This is an optimization exercise on Yosys and OpenROAD, whose aim is small area, not a production implementation. Only simulation tests tie the RTL to the original design; equivalence was not proved. Power is estimated from default activity; no workload was simulated.

==> design/flow/design.v <==
module Projeto_lcd
(
	clk,	reset, enter, cima, esquerda, switch1,
	enable, rs, rw,
	data, on
);
	input clk, enter, reset, cima, esquerda, switch1;
	output reg enable, rs, rw, on;
	output reg [7:0]data;
	reg		[6:0]state;
	reg		[6:0]nstate;
	reg [2:0]counter;
	reg [2:0]counter2;
	reg clk_100hz;
	reg [1:0]controle;
	reg bit1; 
	reg [3:0]bit2;
	reg [3:0]bit3;
	reg [3:0]bit4;
	reg [3:0]bit5;
	reg [3:0]bit6;
	reg [3:0]bit7;
	reg [3:0]bit8;
	reg [3:0]bit_atual;
	wire baixo, direita; 
	assign baixo = (~switch1 || cima);  
	assign direita = (~switch1 || esquerda);  
	wire esq, dir, baix, cim;
	assign cim = (!cima && baixo); 
	assign dir = (!direita && !esquerda);
	assign baix = (!baixo && !cima);
	assign esq = (!esquerda && direita); 
	parameter power_on = 0, function_set = 1, function_set1 = 2, function_set2 = 3,
				function_set3 = 4,display_off = 5,display_clear = 6, display_on=7,
				entry_mode_set=8, write0 = 9, write1 = 10, write2 = 11, write3 = 12, 
				write4 = 13, write5 = 14, write6 = 15, write7 = 16, write8 = 17, 
				write9 = 18, write10 = 19, write11 = 20, write12 = 21, set_line2 = 22, 
				write13 = 23, write14 = 24, write15 = 25, write16 = 26, write17 = 27, 
				write18 = 28, write19 = 29, write20 = 30, write21 = 31, menu_1 = 32,
				display_clear2 = 33, write22 = 34, write23 = 35, write24 = 36, 
				write25 = 37, write26 = 38, write27 = 39, write28 = 40, write29 = 41,
				write30 = 42, write31 = 43, write32 = 44, set_line2_2 = 45, 
				write33 = 46, write34 = 47, write35 = 48, write36 = 49, write37 = 50,
				write38 = 51, write39 = 52, write40 = 53, menu_2 = 54, remove = 55, 
				set_line2_3 = 56, write41 = 57, display_clear3 = 58, write42 = 59, 
				write43 = 60, write44 = 61, write45 = 62, write46 = 63, write47 = 64,
				write48 = 65, write49 = 66, write50 = 67, write51 = 68, write52 = 69,
				write53 = 70, set_line2_4 = 71, write54 = 72, write55 = 73,
				write56 = 74, write57 = 75, write58 = 76, primeira_posicao = 77, 
				segunda_posicao = 78, terceira_posicao = 79, quarta_posicao = 80, 
				quinta_posicao = 81, sexta_posicao = 82, setima_posicao = 83, 
				oitava_posicao = 84, incrementar = 85, decrementar = 86, next = 87, 
				display_clear4 = 88, write59 = 89, write60 = 90, write61 = 91, write62 = 92,
				write63 = 93, write64 = 94, write65 = 95, write66 = 96, write67 = 97, 
				write68 = 98, write69 = 99, write70 = 100, write71 = 101, hold = 102
;
	 always @ (posedge clk or negedge reset) begin
		if(!reset)
		begin
		counter <= 3'd0;
		clk_100hz <= 1'b0;
		end
		else if(counter < 3'd4)  
	 begin									  
	 counter <= counter + 1'b1;
	 end
	 else
	 begin
	 counter <= 3'd0;
	 clk_100hz <= ~clk_100hz;
		end
		end
	wire tick;
	assign tick = (counter >= 3'd4) && !clk_100hz;
	always @ (posedge clk or negedge reset) begin
	if(!reset)
		begin
			state <= power_on;
			enable <= 1'b0;
			rs <= 1'b0;
			rw <= 1'b0;
			on <= 1'b0;
			data <= 8'h00;
			counter2 <= 3'd0;
			end
			else if(tick)
			begin
			case (state)	
				power_on:
				begin
					state <= next;
					nstate <= function_set;  
					end
				next:	 
				begin
				if((cim)||(baix)||(dir)||(esq))  
				state <= next;							 
				else
				begin
				enable <= 1'b0;  
				on <= 1'b1;		 
				state <= nstate;
				end
				end
				function_set:
				begin
					enable <= 1'b1;
					rs <= 1'b0;
					rw <= 1'b0;
					data <= 8'b00111000;
					state <= next;
					nstate <= function_set1;
					end
				function_set1:
				begin
					enable <= 1'b1;
					rs <= 1'b0;
					rw <= 1'b0;
					data <= 8'b00111000;
					state <= next;
					nstate <= function_set2;
				end
				function_set2:
				begin
					enable <= 1'b1;
					rs <= 1'b0;
					rw <= 1'b0;
					data <= 8'b00111000;
					state <= next;
					nstate <= function_set3;
				end
				function_set3:
				begin
					enable <= 1'b1;
					rs <= 1'b0;
					rw <= 1'b0;
					data <= 8'b00111000;
					state <= next;
					nstate <= display_off;
					end
				display_off:
				begin
					enable <= 1'b1;
					rs <= 1'b0;
					rw <= 1'b0;
					data <= 8'b00001000;
					state <= next;
					nstate <= display_clear;
				end
				display_clear:
				begin
					enable <= 1'b1;
					rs <= 1'b0;
					rw <= 1'b0;
					data <= 8'b00000001;
					state <= next;
					nstate <= display_on;
					end
				display_on:
				begin
					enable <= 1'b1;
					rs <= 1'b0;
					rw <= 1'b0;
					data <= 8'b00001100;
					state <= next;
					nstate <= entry_mode_set;
					end
				entry_mode_set:
				begin
					enable <= 1'b1;
					rs <= 1'b0;
					rw <= 1'b0;
					data <= 8'b00000110;
					state <= next;
					nstate <= write0;
					end
				write0:
				begin
					enable <= 1'b1;
					rs <= 1'b1;
					rw <= 1'b0;
					data <= 8'h54;  
					state <= next;
					nstate <= write1;
				end
				write1:
				begin
					enable <= 1'b1;
					rs <= 1'b1;
					rw <= 1'b0;
					data <= 8'h69;  
					state <= next;
					nstate <= write2;
				end
				write2:
				begin
					enable <= 1'b1;
					rs <= 1'b1;
					rw <= 1'b0;
					data <= 8'h70;  
					state <= next;
					nstate <= write3;
				end
				write3:
				begin
					enable <= 1'b1;
					rs <= 1'b1;
					rw <= 1'b0;
					data <= 8'h6F;  
					state <= next;
					nstate <= write4;
				end
				write4:
				begin
					enable <= 1'b1;
					rs <= 1'b1;
					rw <= 1'b0;
					data <= 8'h20;  
					state <= next;
					nstate <= write5;
				end
				write5:
				begin
					enable <= 1'b1;
					rs <= 1'b1;
					rw <= 1'b0;
					data <= 8'h64;  
					state <= next;
					nstate <= write6;
				end
				write6:
				begin
					enable <= 1'b1;
					rs <= 1'b1;
					rw <= 1'b0;
					data <= 8'h65;  
					state <= next;
					nstate <= write7;
				end
				write7:
				begin
					enable <= 1'b1;
					rs <= 1'b1;
					rw <= 1'b0;
					data <= 8'h20;  
					state <= next;
					nstate <= write8;
				end
					write8:
				begin
					enable <= 1'b1;
					rs <= 1'b1;
					rw <= 1'b0;
					data <= 8'h6F;  
					state <= next;
					nstate <= write9;
				end
				write9:
				begin
					enable <= 1'b1;
					rs <= 1'b1;
					rw <= 1'b0;
					data <= 8'h6E;  
					state <= next;
					nstate <= write10;
				end
				write10:
				begin
					enable <= 1'b1;
					rs <= 1'b1;
					rw <= 1'b0;
					data <= 8'h64;  
					state <= next;
					nstate <= write11;
				end
				write11:
				begin
					enable <= 1'b1;
					rs <= 1'b1;
					rw <= 1'b0;
					data <= 8'h61;  
					state <= next;
					nstate <= write12;
				end
				write12:
				begin
					enable <= 1'b1;
					rs <= 1'b1;
					rw <= 1'b0;
					data <= 8'h3A;  
					state <= next;
					nstate <= set_line2;
				end
				set_line2:
				begin
					enable <= 1'b1;
					rs <= 1'b0;
					rw <= 1'b0;
					data <= 8'b11000000;  
					state <= next;
					nstate <= write13;
				end
				write13:
				begin
					enable <= 1'b1;
					rs <= 1'b1;
					rw <= 1'b0;
					data <= 8'h3E;  
					state <= next;
					nstate <= write14;
				end
				write14:
				begin
					enable <= 1'b1;
					rs <= 1'b1;
					rw <= 1'b0;
					data <= 8'h51;  
					state <= next;
					nstate <= write15;
				end
				write15:
				begin
					enable <= 1'b1;
					rs <= 1'b1;
					rw <= 1'b0;
					data <= 8'h75;  
					state <= next;
					nstate <= write16;
				end
				write16:
				begin
					enable <= 1'b1;
					rs <= 1'b1;
					rw <= 1'b0;
					data <= 8'h61;  
					state <= next;
					nstate <= write17;
				end
				write17:
				begin
					enable <= 1'b1;
					rs <= 1'b1;
					rw <= 1'b0;
					data <= 8'h64;  
					state <= next;
					nstate <= write18;
				end
				write18:
				begin
					enable <= 1'b1;
					rs <= 1'b1;
					rw <= 1'b0;
					data <= 8'h72;  
					state <= next;
					nstate <= write19;
				end
				write19:
				begin
					enable <= 1'b1;
					rs <= 1'b1;
					rw <= 1'b0;
					data <= 8'h61;  
					state <= next;
					nstate <= write20;
				end
					write20:
				begin
					enable <= 1'b1;
					rs <= 1'b1;
					rw <= 1'b0;
					data <= 8'h64;  
					state <= next;
					nstate <= write21;
				end
				write21:
				begin
					enable <= 1'b1;
					rs <= 1'b1;
					rw <= 1'b0;
					data <= 8'h61;  
					state <= next;
					nstate <= menu_1;
				end
				menu_1:  
				begin
					enable <= 1'b1;
					rs <= 1'b0;
					rw <= 1'b0;
					data <= 8'h80;  
					if(baix)  
					begin
					state <= next;
					nstate <= display_clear2;
					controle <= 2'd0;
					end
					else if(!enter)
					begin
					state <= next;
					nstate <= display_clear3;
					end
					else
					state <= menu_1;
				end
				display_clear2:
					begin
					enable <= 1'b1;
					rs <= 1'b0;
					rw <= 1'b0;
					data <= 8'b00000001;
					state <= next;
					nstate <= write22;
					end
				write22:
				begin
					enable <= 1'b1;
					rs <= 1'b1;
					rw <= 1'b0;
					data <= 8'h3E;  
					state <= next;
					nstate <= write23;
				end
				write23:
				begin
					enable <= 1'b1;
					rs <= 1'b1;
					rw <= 1'b0;
					data <= 8'h54;  
					state <= next;
					nstate <= write24;
				end
				write24:
				begin
					enable <= 1'b1;
					rs <= 1'b1;
					rw <= 1'b0;
					data <= 8'h72;  
					state <= next;
					nstate <= write25;
				end
				write25:
				begin
					enable <= 1'b1;
					rs <= 1'b1;
					rw <= 1'b0;
					data <= 8'h69;  
					state <= next;
					nstate <= write26;
				end
				write26:
				begin
					enable <= 1'b1;
					rs <= 1'b1;
					rw <= 1'b0;
					data <= 8'h61;  
					state <= next;
					nstate <= write27;
				end
				write27:
				begin
					enable <= 1'b1;
					rs <= 1'b1;
					rw <= 1'b0;
					data <= 8'h6E;  
					state <= next;
					nstate <= write28;
				end
				write28:
				begin
					enable <= 1'b1;
					rs <= 1'b1;
					rw <= 1'b0;
					data <= 8'h67;  
					state <= next;
					nstate <= write29;
				end
					write29:
				begin
					enable <= 1'b1;
					rs <= 1'b1;
					rw <= 1'b0;
					data <= 8'h75;  
					state <= next;
					nstate <= write30;
				end
				write30:
				begin
					enable <= 1'b1;
					rs <= 1'b1;
					rw <= 1'b0;
					data <= 8'h6C;  
					state <= next;
					nstate <= write31;
				end
				write31:
				begin
					enable <= 1'b1;
					rs <= 1'b1;
					rw <= 1'b0;
					data <= 8'h61;  
					state <= next;
					nstate <= write32;
				end
				write32:
				begin
					enable <= 1'b1;
					rs <= 1'b1;
					rw <= 1'b0;
					data <= 8'h72;  
					state <= next;
					nstate <= set_line2_2;
				end				
				set_line2_2:
				begin
				enable <= 1'b1;
					rs <= 1'b0;
					rw <= 1'b0;
					data <= 8'b11000001;  
					state <= next;
					nstate <= write33;
				end
				write33:
				begin
					enable <= 1'b1;
					rs <= 1'b1;
					rw <= 1'b0;
					data <= 8'h53;  
					state <= next;
					nstate <= write34;
				end
				write34:
				begin
					enable <= 1'b1;
					rs <= 1'b1;
					rw <= 1'b0;
					data <= 8'h65;  
					state <= next;
					nstate <= write35;
				end
				write35:
				begin
					enable <= 1'b1;
					rs <= 1'b1;
					rw <= 1'b0;
					data <= 8'h6E;  
					state <= next;
					nstate <= write36;
				end
				write36:
				begin
					enable <= 1'b1;
					rs <= 1'b1;
					rw <= 1'b0;
					data <= 8'h6F;  
					state <= next;
					nstate <= write37;
				end
				write37:
				begin
					enable <= 1'b1;
					rs <= 1'b1;
					rw <= 1'b0;
					data <= 8'h69;  
					state <= next;
					nstate <= write38;
				end
				write38:
				begin
					enable <= 1'b1;
					rs <= 1'b1;
					rw <= 1'b0;
					data <= 8'h64;  
					state <= next;
					nstate <= write39;
				end
					write39:
				begin
					enable <= 1'b1;
					rs <= 1'b1;
					rw <= 1'b0;
					data <= 8'h61;  
					state <= next;
					nstate <= write40;
				end
				write40:
				begin
					enable <= 1'b1;
					rs <= 1'b1;
					rw <= 1'b0;
					data <= 8'h6C;  
					state <= next;
					nstate <= menu_2;
				end
				menu_2:
				begin
				enable <= 1'b1;
					rs <= 1'b0;
					rw <= 1'b0;
					data <= 8'b10000000;  
				if(cim)
				begin
				if(controle == 2'd0) 
				begin            
				state <= next;	  
				nstate <= display_clear;  
				end
				else if(controle == 2'd1)  
				begin								 
				data <= 8'b11000000;  
				state <= next;
				nstate <= remove;
				end
				end
				else if(baix)  
				begin
				state <= next;
				nstate <= remove;
				controle <= 2'd2;  
				end
				else if(!enter)  
				begin
				state <= next;
				nstate <= display_clear3;
				end
				else
				state <= menu_2;
				end
				remove:
				begin
					enable <= 1'b1;
					rs <= 1'b1;
					rw <= 1'b0;
					data <= 8'h20;  
					state <= next;
					nstate <= set_line2_3;
				end	
				set_line2_3:
				begin
				if(controle == 2'd1)
				begin
				enable <= 1'b1;
					rs <= 1'b0;
					rw <= 1'b0;
					data <= 8'b10000000;  
					controle <= 2'd0;  
					state <= next;
					nstate <= write41;
					end
				else if(controle == 2'd2)
				begin
				enable <= 1'b1;
					rs <= 1'b0;
					rw <= 1'b0;
					data <= 8'b11000000;  
					controle <= 2'd1;  
					state <= next;		 
					nstate <= write41;
					end
				end
				write41:
				begin
					enable <= 1'b1;
					rs <= 1'b1;
					rw <= 1'b0;
					data <= 8'h3E;  
					state <= next;
					nstate <= menu_2;
				end
				display_clear3:
				begin
					enable <= 1'b1;
					rs <= 1'b0;
					rw <= 1'b0;
					data <= 8'b00000001;
					state <= next;
					nstate <= write42;
					end
				write42:
				begin
					enable <= 1'b1;
					rs <= 1'b1;
					rw <= 1'b0;
					data <= 8'h46;  
					state <= next;
					nstate <= write43;
				end
				write43:
				begin
					enable <= 1'b1;
					rs <= 1'b1;
					rw <= 1'b0;
					data <= 8'h72;  
					state <= next;
					nstate <= write45;
				end
				write45:
				begin
					enable <= 1'b1;
					rs <= 1'b1;
					rw <= 1'b0;
					data <= 8'h65;  
					state <= next;
					nstate <= write46;
				end
				write46:
				begin
					enable <= 1'b1;
					rs <= 1'b1;
					rw <= 1'b0;
					data <= 8'h71;  
					state <= next;
					nstate <= write47;
				end
				write47:
				begin
					enable <= 1'b1;
					rs <= 1'b1;
					rw <= 1'b0;
					data <= 8'h75;  
					state <= next;
					nstate <= write48;
				end
				write48:
				begin
					enable <= 1'b1;
					rs <= 1'b1;
					rw <= 1'b0;
					data <= 8'h65;  
					state <= next;
					nstate <= write49;
				end
				write49:
				begin
					enable <= 1'b1;
					rs <= 1'b1;
					rw <= 1'b0;
					data <= 8'h6E;  
					state <= next;
					nstate <= write50;
				end
				write50:
				begin
					enable <= 1'b1;
					rs <= 1'b1;
					rw <= 1'b0;
					data <= 8'h63;  
					state <= next;
					nstate <= write51;
				end
					write51:
				begin
					enable <= 1'b1;
					rs <= 1'b1;
					rw <= 1'b0;
					data <= 8'h69;  
					state <= next;
					nstate <= write52;
				end
				write52:
				begin
					enable <= 1'b1;
					rs <= 1'b1;
					rw <= 1'b0;
					data <= 8'h61;  
					state <= next;
					nstate <= write53;
				end
				write53:
				begin
					enable <= 1'b1;
					rs <= 1'b1;
					rw <= 1'b0;
					data <= 8'h3A;  
					state <= next;
					nstate <= set_line2_4;
				end
				set_line2_4:
				begin
				enable <= 1'b1;
					rs <= 1'b0;
					rw <= 1'b0;
					data <= 8'b11000000;  
					state <= next;
					nstate <= write54;
				end
				write54:
				begin
					if(counter2 < 3'd7)  
					begin
					enable <= 1'b1;
					rs <= 1'b1;
					rw <= 1'b0;
					data <= 8'h30;  
					counter2 <= counter2 + 1'd1;
					state <= next;
					nstate <= write54;
					end
					else
					begin
					counter2 <= 3'd0;
					bit1 <= 1'd0;
					bit2 <= 1'd0;
					bit3 <= 1'd0;
					bit4 <= 1'd0;
					bit5 <= 1'd0;
					bit6 <= 1'd0;
					bit7 <= 1'd0;
					state <= next;
					nstate <= write55;
					end
				end
					write55:
				begin
					enable <= 1'b1;
					rs <= 1'b1;
					rw <= 1'b0;
					data <= 8'h31;  
					bit8 <= 4'd1;  
					state <= next;
					nstate <= write56;
				end
				write56:
				begin
					enable <= 1'b1;
					rs <= 1'b1;
					rw <= 1'b0;
					data <= 8'h20;  
					state <= next;
					nstate <= write57;
				end
				write57:
				begin
					enable <= 1'b1;
					rs <= 1'b1;
					rw <= 1'b0;
					data <= 8'h48;  
					state <= next;
					nstate <= write58;
				end
				write58:
				begin
					enable <= 1'b1;
					rs <= 1'b1;
					rw <= 1'b0;
					data <= 8'h7A;  
					state <= next;
					nstate <= primeira_posicao;
				end
				primeira_posicao: 
				begin
				enable <= 1'b1;
					rs <= 1'b0;
					rw <= 1'b0;
					data <= 8'b11000000;  
					bit_atual <= 4'd1;
				if(dir)  
				begin
				state <= next;
				nstate <= segunda_posicao;
				end
				else if(cim || baix)  
				begin						 
				state <= next;
				nstate <= incrementar;
				end
				else if(esq)  
				begin
				state <= next;
				nstate <= oitava_posicao;
				end
				else if(!enter)  
				begin
				state <= next;
				nstate <= display_clear4;
				end
				else
				state <= primeira_posicao;
				end
				segunda_posicao:
				begin
				enable <= 1'b1;
					rs <= 1'b0;
					rw <= 1'b0;
					data <= 8'b11000001;  
					bit_atual <= 4'd2; 
				if(baix)
				begin
				bit2 <= bit2 - 1'b1;
				state <= next;
				nstate <= decrementar;
				end
				else if(cim)
				begin
				bit2<=bit2 + 1'b1;
				state <= next;
				nstate <= incrementar;
				end
				else if(dir)
				begin
				state <= next;
				nstate <= terceira_posicao;
				end
				else if(esq)
				begin
				state <= next;
				nstate <= primeira_posicao;
				end
				else if(!enter)
				begin
				state <= next;
				nstate <= display_clear4;
				end
				else
				state <= segunda_posicao;
				end
					terceira_posicao:
				begin
				enable <= 1'b1;
					rs <= 1'b0;
					rw <= 1'b0;
					data <= 8'b11000010;  
					bit_atual <= 4'd3; 
				if(cim)
				begin
				bit3 <= bit3 + 1'b1;
				state <= next;
				nstate <= incrementar;
				end
				else if(baix)
				begin
				bit3 <= bit3 - 1'b1;
				state <= next;
				nstate <= decrementar;
				end
				else if(dir)
				begin
				state <= next;
				nstate <= quarta_posicao;
				end
				else if(esq)
				begin
				state <= next;
				nstate <= segunda_posicao;
				end
				else if(!enter)
				begin
				state <= next;
				nstate <= display_clear4;
				end
				else
				state <= terceira_posicao;
				end
				quarta_posicao:
				begin
				enable <= 1'b1;
					rs <= 1'b0;
					rw <= 1'b0;
					data <= 8'b11000011;  
					bit_atual <= 4'd4; 
				if(cim)
				begin
				bit4 <= bit4 + 1'b1;
				state <= next;
				nstate <= incrementar;
				end
				else if(baix)
				begin
				bit4 <= bit4 - 1'b1;
				state <= next;
				nstate <= decrementar;
				end
				else if(dir)
				begin
				state <= next;
				nstate <= quinta_posicao;
				end
				else if(esq)
				begin
				state <= next;
				nstate <= terceira_posicao;
				end
				else if(!enter)
				begin
				state <= next;
				nstate <= display_clear4;
				end
				else
				state <= quarta_posicao;
				end
				quinta_posicao:
				begin
				enable <= 1'b1;
					rs <= 1'b0;
					rw <= 1'b0;
					data <= 8'b11000100;  
					bit_atual <= 4'd5; 
				if(cim)
				begin
				bit5 <= bit5 + 1'b1;
				state <= next;
				nstate <= incrementar;
				end
				else if(baix)
				begin
				bit5 <= bit5 - 1'b1;
				state <= next;
				nstate <= decrementar;
				end
				else if(dir)
				begin
				state <= next;
				nstate <= sexta_posicao;
				end
				else if(esq)
				begin
				state <= next;
				nstate <= quarta_posicao;
				end
				else if(!enter)
				begin
				state <= next;
				nstate <= display_clear4;
				end
				else
				state <= quinta_posicao;
				end
				sexta_posicao:
				begin
				enable <= 1'b1;
					rs <= 1'b0;
					rw <= 1'b0;
					data <= 8'b11000101;  
					bit_atual <= 4'd6; 
				if(cim)
				begin
				bit6 <= bit6 + 1'b1;
				state <= next;
				nstate <= incrementar;
				end
				else if(baix)
				begin
				bit6 <= bit6 - 1'b1;
				state <= next;
				nstate <= decrementar;
				end
				else if(dir)
				begin
				state <= next;
				nstate <= setima_posicao;
				end
				else if(esq)
				begin
				state <= next;
				nstate <= quinta_posicao;
				end
				else if(!enter)
				begin
				state <= next;
				nstate <= display_clear4;
				end
				else
				state <= sexta_posicao;
				end
				setima_posicao:
				begin
				enable <= 1'b1;
					rs <= 1'b0;
					rw <= 1'b0;
					data <= 8'b11000110;  
					bit_atual <= 4'd7; 
				if(cim)
				begin
				bit7 <= bit7 + 1'b1;
				state <= next;
				nstate <= incrementar;
				end
				else if(baix)
				begin
				bit7 <= bit7 - 1'b1;
				state <= next;
				nstate <= decrementar;
				end
				else if(dir)
				begin
				state <= next;
				nstate <= oitava_posicao;
				end
				else if(esq)
				begin
				state <= next;
				nstate <= sexta_posicao;
				end
				else if(!enter)
				begin
				state <= next;
				nstate <= display_clear4;
				end
				else
				state <= setima_posicao;
				end
				oitava_posicao:  
				begin
				enable <= 1'b1;
					rs <= 1'b0;
					rw <= 1'b0;
					data <= 8'b11000111;  
					bit_atual <= 4'd8; 
				if(cim)
				begin
				bit8 <= bit8 + 1'b1;
				state <= next;
				nstate <= incrementar;
				end
				else if(baix)
				begin
				bit8 <= bit8 - 1'b1;
				state <= next;
				nstate <= decrementar;
				end
				else if(dir)
				begin
				state <= next;
				nstate <= primeira_posicao;
				end
				else if(esq)
				begin
				state <= next;
				nstate <= setima_posicao;
				end
				else if(!enter)
				begin
				state <= next;
				nstate <= display_clear4;
				end
				else
				state <= oitava_posicao;
				end
				incrementar:
				begin
				enable <= 1'b1;
					rs <= 1'b1;
					rw <= 1'b0;
				case(bit_atual)
				4'd1:	 
				begin
				if(bit1 == 1'b0)
				begin
				data <= 8'h31;  
				bit1 = 1'b1;  
				end
				else
				begin
				data <= 8'h30;  
				bit1 = 1'b0;  
				end 
				state <= next;
				nstate <= primeira_posicao;
				end
				4'd2:  
				begin
				data <= {4'h3, bit2};  
				if(bit2 == 4'd10)  
				begin
				bit2 <= 4'd0; 
				data <= 8'h30;
				end
				state <= next;
				nstate <= segunda_posicao;
				end
				4'd3:  
				begin
				data <= {4'h3, bit3};  
				if(bit3 == 4'd10)  
				begin
				bit3 <= 4'd0; 
				data <= 8'h30;
				end
				state <= next;
				nstate <= terceira_posicao;
				end
				4'd4:  
				begin
				data <= {4'h3, bit4};  
				if(bit4 == 4'd10)  
				begin
				bit4 <= 4'd0; 
				data <= 8'h30;
				end
				state <= next;
				nstate <= quarta_posicao;
				end
				4'd5:  
				begin
				data <= {4'h3, bit5};  
				if(bit5 == 4'd10)  
				begin
				bit5 <= 4'd0; 
				data <= 8'h30;
				end
				state <= next;
				nstate <= quinta_posicao;
				end
				4'd6:  
				begin
				data <= {4'h3, bit6};  
				if(bit6 == 4'd10)  
				begin
				bit6 <= 4'd0; 
				data <= 8'h30;
				end
				state <= next;
				nstate <= sexta_posicao;
				end
				4'd7:  
				begin
				data <= {4'h3, bit7};  
				if(bit7 == 4'd10)  
				begin
				bit7 <= 4'd0; 
				data <= 8'h30;
				end
				state <= next;
				nstate <= setima_posicao;
				end
				4'd8:  
				begin
				data <= {4'h3, bit8};  
				if(bit8 == 4'd10)  
				begin
				bit8 <= 4'd0; 
				data <= 8'h30;
				end
				state <= next;
				nstate <= oitava_posicao;
				end
				endcase
				end
				decrementar:
				begin
				enable <= 1'b1;
					rs <= 1'b1;
					rw <= 1'b0;
				case(bit_atual)
				4'd2:	 
				begin
				data <= {4'h3, bit2};  
				if(bit2 == -4'd1) 
				begin
				bit2 <= 4'd9;
				data <= 8'h39; 
				end
				state <= next;
				nstate <= segunda_posicao;
				end
				4'd3:	 
				begin
				data <= {4'h3, bit3};  
				if(bit3 == -4'd1) 
				begin
				bit3 <= 4'd9;
				data <= 8'h39; 
				end
				state <= next;
				nstate <= terceira_posicao;
				end
				4'd4:	 
				begin
				data <= {4'h3, bit4};  
				if(bit4 == -4'd1) 
				begin
				bit4 <= 4'd9;
				data <= 8'h39; 
				end
				state <= next;
				nstate <= quarta_posicao;
				end
				4'd5:	 
				begin
				data <= {4'h3, bit5};  
				if(bit5 == -4'd1) 
				begin
				bit5 <= 4'd9;
				data <= 8'h39; 
				end
				state <= next;
				nstate <= quinta_posicao;
				end
				4'd6:	 
				begin
				data <= {4'h3, bit6};  
				if(bit6 == -4'd1) 
				begin
				bit6 <= 4'd9;
				data <= 8'h39; 
				end
				state <= next;
				nstate <= sexta_posicao;
				end
				4'd7:	 
				begin
				data <= {4'h3, bit7};  
				if(bit7 == -4'd1) 
				begin
				bit7 <= 4'd9;
				data <= 8'h39; 
				end
				state <= next;
				nstate <= setima_posicao;
				end
				4'd8:	 
				begin
				data <= {4'h3, bit8};  
				if(bit8 == -4'd1) 
				begin
				bit8 <= 4'd9;
				data <= 8'h39; 
				end
				state <= next;
				nstate <= oitava_posicao;
				end
				endcase
				end
				display_clear4:
				begin
					enable <= 1'b1;
					rs <= 1'b0;
					rw <= 1'b0;
					data <= 8'b00000001;
					state <= next;
					nstate <= write59;
					end
				write59:	
					begin
					enable <= 1'b1;
					rs <= 1'b1;
					rw <= 1'b0;
					data <= 8'h45;  
					state <= next;
					nstate <= write60;
				end
				write60:	
					begin
					enable <= 1'b1;
					rs <= 1'b1;
					rw <= 1'b0;
					data <= 8'h78;  
					state <= next;
					nstate <= write61;
				end
				write61:	
					begin
					enable <= 1'b1;
					rs <= 1'b1;
					rw <= 1'b0;
					data <= 8'h65;  
					state <= next;
					nstate <= write62;
				end
				write62:	
					begin
					enable <= 1'b1;
					rs <= 1'b1;
					rw <= 1'b0;
					data <= 8'h63;  
					state <= next;
					nstate <= write63;
				end
				write63:	
					begin
					enable <= 1'b1;
					rs <= 1'b1;
					rw <= 1'b0;
					data <= 8'h75;  
					state <= next;
					nstate <= write64;
				end
				write64:	
					begin
					enable <= 1'b1;
					rs <= 1'b1;
					rw <= 1'b0;
					data <= 8'h74;  
					state <= next;
					nstate <= write65;
				end
			write65:	
					begin
					enable <= 1'b1;
					rs <= 1'b1;
					rw <= 1'b0;
					data <= 8'h61;  
					state <= next;
					nstate <= write66;
				end
			write66:	
					begin
					enable <= 1'b1;
					rs <= 1'b1;
					rw <= 1'b0;
					data <= 8'h6E;  
					state <= next;
					nstate <= write67;
				end
			write67:	
					begin
					enable <= 1'b1;
					rs <= 1'b1;
					rw <= 1'b0;
					data <= 8'h64;  
					state <= next;
					nstate <= write68;
				end
		write68:	
			begin
			enable <= 1'b1;
			rs <= 1'b1;
			rw <= 1'b0;
			data <= 8'h6F;  
			state <= next;
			nstate <= write69;
		end
		write69:	
			begin
			enable <= 1'b1;
			rs <= 1'b1;
			rw <= 1'b0;
			data <= 8'h2E;  
			state <= next;
			nstate <= write70;
			end
		write70:	
			begin
			enable <= 1'b1;
			rs <= 1'b1;
			rw <= 1'b0;
			data <= 8'h2E;  
			state <= next;
			nstate <= write71;
			end	
		write71:	
			begin
			enable <= 1'b1;
			rs <= 1'b1;
			rw <= 1'b0;
			data <= 8'h2E;  
			state <= next;
			nstate <= hold;
			end
		hold:	 
			begin
			state<=hold;
			enable <= 1'b1;
			rs <= 1'b0;
			rw <= 1'b0;
			data <= 8'h80;
		end
			endcase
			end
		end
endmodule
==> design/flow/run.sh <==
#!/bin/bash
# synth_recipe.tcl (not shown) runs the flow's synth.tcl, then flattens the netlist and writes it again
# the make line also repeats each setting of config.mk as NAME=value (left out here)
make -C /OpenROAD-flow-scripts/flow DESIGN_CONFIG=/design/flow/config.mk WORK_HOME=/design/flow/orfs CLKGATE_MAP_FILE= SYNTH_SCRIPT=/design/flow/synth_recipe.tcl finish
==> design/flow/config.mk <==
export PLATFORM = sky130hd
export DESIGN_NAME = Projeto_lcd
export DESIGN_NICKNAME = Projeto_lcd
export VERILOG_FILES = /design/flow/design.v
export SDC_FILE = /design/flow/constraint.sdc
export NUM_CORES = 4
export LEC_CHECK = 0
export CAP_MARGIN = 20
export CORE_MARGIN = 2
export CORE_UTILIZATION = 40
export SLEW_MARGIN = 20
==> design/flow/constraint.sdc <==
create_clock -name core_clock -period 10.0 [get_ports {clk}]
set_input_delay 2.0000 -clock core_clock [delete_from_list [all_inputs] [get_ports {clk}]]
set_output_delay 2.0000 -clock core_clock [all_outputs]
set_load 0.01 [all_outputs]
==> run notes <==
Resized cells post-CTS -> 0
First-pass GRT wire length -> 55030 µm
Yosys Warn Count -> 1
Clock Skew -> 7.746 ps
Vias/cell -> 7.133
Post-CTS Setup Repair Bufs -> 0
Crit path max fanout -> 22
Hold_buf cts -> 0
Number of buffers created by CTS -> 9
Status -> timing/DRC/antenna clean
Fmax -> 181.5 MHz
Routability congestion estimate -> 1.034
Avg Cell Area, Syn -> 7.668 µm²
# DRC -> 0
Nets -> 1072
Worst hold path type -> reg -> reg
Diodes inserted -> 0
Share of cells above drive strength 1 -> 0.07744
Post-route minimum period -> 5511 ps
Least-Margin Pin Slew -> 1192 ps
Vias post-DR -> 9387
Cell Pwr Density -> 256.2 nW/µm²
Core Util, Final -> 0.4312
Remaining Overflow, GRT -> 0
Buffers on Ports -> 16
Post-DP HPWL -> 26040 µm
CTS Root Cell -> clkbuf_16
First-pass DRT Iterations -> 6
Required @ worst endpoint -> 10050 ps
Setup crit end kind -> flop
Die Width -> 148.8 µm
Pre-CTS WS -> 4118 ps
VDD IR max -> 0.0002131 V
Predominant post-synthesis flop cell -> edfxtp_1
Syn Nets -> 1125
DIE HEIGHT -> 148.8 µm
Number of global-route vias before repair -> 8736
CTS tree -> built
Tcrit/Tclk final -> 0.5511
Mapped Area -> 8389 µm²
Post-synthesis sequential area ratio -> 0.2249
Leak -> 3.172 nW
Worst Slack Setup Final -> 4489 ps
Post-synth ARST share -> 0.3731
Total power draw -> 2.256 mW
Worst skew pair latency -> 350 ps
Crit path max-delay family -> buffers and inverters
Synthesized flop and latch total -> 67
Final antenna-violating net count -> 0
Final Max Slew Viols -> 0
Buffer depth of the longest clock path -> 2
Gr usage total -> 0.3289
Non-Filler Instances -> 1316
I/O pins -> 18
Post-synth EDFFs -> 42
Initial Utilization -> 0.4106
Worst path slowest cell -> nor2_2
Setup TNS -> 0 ps
WS Path Type -> in -> reg
Yosys cell types -> 106
Cell Chain, Critical Path -> clkdlybuf4s50_1 -> nor2_2 -> inv_1 -> ha_1 -> a21o_1 -> a21oi_1 -> xnor2_1 -> o21ai_0
Fin area -> 8808 µm²
Die ar. -> 22150 µm²
Startpoint class of the critical path -> input pin
Worst path max stage delay -> 1070 ps
Layout area overhead -> 4.996%
WP buf/inv -> 2
Core area -> 20430 µm²
Largest net degree at the start of global routing -> 84
# H-tree levels -> 3
Arrival time worst endpoint -> 5560 ps
Placed cell count -> 1300
Final setup fails -> 0
Core Rows -> 52
Worst hold slack -> 431.8 ps
Placed Area -> 8488 µm²
Reg clk slew, reported paths -> 60 ps
Max_cap viols -> 0
WL/cell -> 27.65 µm
Synth Instances -> 1094
Clock sink count -> 67
Max_slew headroom -> 0.1943
Count of final hold-check violations -> 0
RSZ-0062 raised after global routing -> false
Initial DRC Count -> 1851
Initial antenna violation count -> 0
DRT Wirelength -> 36380 µm
-- worst paths after layout --
path                            startpoint          to  slack [ps]  cells after the start
worst max-delay path                  cima     bit7[3]        4490                      8
worst min-delay path            counter[0]  counter[0]         430                      1
worst max register to register    state[1]     bit6[2]        5610                      6
worst min register to register  counter[0]  counter[0]         430                      1
max in group asynchronous            reset    state[4]        7610                      2
min in group asynchronous            reset  counter[0]        2060                      2
-- kinds of logic (layout without fill, tap and decap cells) --
kind of cell             Yosys count  count (layout)  share of synthesized area
flip-flops                        67              67                     0.2249
AO/OA/AOI/OAI                    376             376                     0.3001
AND/OR/NAND/NOR                  449             449                     0.3044
buffers and inverters            137              89                    0.08411
multiplexers                      10              10                    0.01223
adder cells (fa/ha/maj)           25              25                    0.04355
other                              1               1                  0.0004470
XOR/XNOR                          29              29                    0.03028
-- sequential cells by signal, summed over array words and instances (netlist names), 2 cells and up --
name,flops
bit3,4
bit8,4
bit_atual,4
controle,2
nstate,7
counter,3
bit6,4
bit5,4
data,8
bit2,4
state,7
bit4,4
counter2,3
bit7,4
-- routing by layer --
| metal | track usage | up-vias | share of wire |
|---|---|---|---|
| met5 | 0 | - | 0 |
| met4 | 0.1524 | 0 | 0.052 |
| met3 | 0.1080 | 151 | 0.13 |
| met2 | 0.4579 | 722 | 0.40 |
| met1 | 0.4585 | 4445 | 0.41 |
| li1 | - | 4069 | - |
-- cells in the mapped netlist, types with 15 or more instances --
cell type,n,area share
nor2_1,97,0.043
nand2_1,83,0.037
a21oi_1,80,0.048
o21ai_0,80,0.048
nand3_1,43,0.026
edfxtp_1,42,0.15
inv_1,37,0.017
clkbuf_1,34,0.015
buf_2,32,0.019
nor3_1,30,0.018
a31oi_1,26,0.019
nor2b_1,26,0.019
dfrtp_1,25,0.075
o22ai_1,25,0.019
nand2b_1,21,0.016
ha_1,18,0.027
a211oi_1,16,0.014
buf_4,16,0.014
nand4_1,16,0.012
xor2_1,15,0.016
-- layout make-up --
type                       instances  area, µm²
fill                            2123      11620
multi-input combinational        890       5811
timing repair buffer              35      302.8
sequential                        67       1894
tap                              270      337.8
clock buffer                      12      246.5
clock inverter                     4      73.82
inverter                          38      142.6
-- layout by cell type (no fill, tap or decap), types with 9 or more instances in the layout --
cell type and n:
xor2_1 15, o22ai_1 25, and3_1 9, a22oi_1 10
nor4_1 11, nor3_1 29, nor2_1 96, clkdlybuf4s50_1 16
a21oi_1 80, nand2_1 83, ha_1 18, nand4b_1 9
edfxtp_1 42, a31oi_1 26, buf_4 19, inv_1 37
o21ai_0 80, xnor2_1 14, nor4bb_1 9, nor2b_1 26
o211ai_1 12, nand3_1 43, nand4_1 16, dfrtp_1 19
a211oi_1 16, clkbuf_16 9, nand2b_1 21, o21a_1 9
and2_1 9, a21o_1 12
-- where the power goes --
group	internal [mW]	leakage [nW]	switching, mW
sequential	0.344	0.666	0.0429
clock	0.225	0.157	0.126
combinational	0.464	2.35	1.05
total	1.03	3.17	1.22

-- port drivers added, routing unchanged --
How much do the figures lean on ideal ports? The routed layout below was timed once more, with nothing changed but the port constraints. Step 1 assumes that a clkbuf_16 drives the clock port and a buf_2 every other input. Step 2 also shifts input and output timing later by t, the mid clock arrival at the registers, as if the neighbouring blocks saw the same clock. Three values: no drivers, after step 1, after step 2; two values: the first two.
shift t [ns]: 0.390
setup WS [ns]: 4.489 / 4.506 / 4.116
latest minus earliest clock arrival (ns): 0.008 / 0.007
pins driven straight from the clock port: 1
After both steps this run still meets setup and hold. The setup slack of this run moves by +0.017 ns with the drivers and by -0.373 ns with both steps.
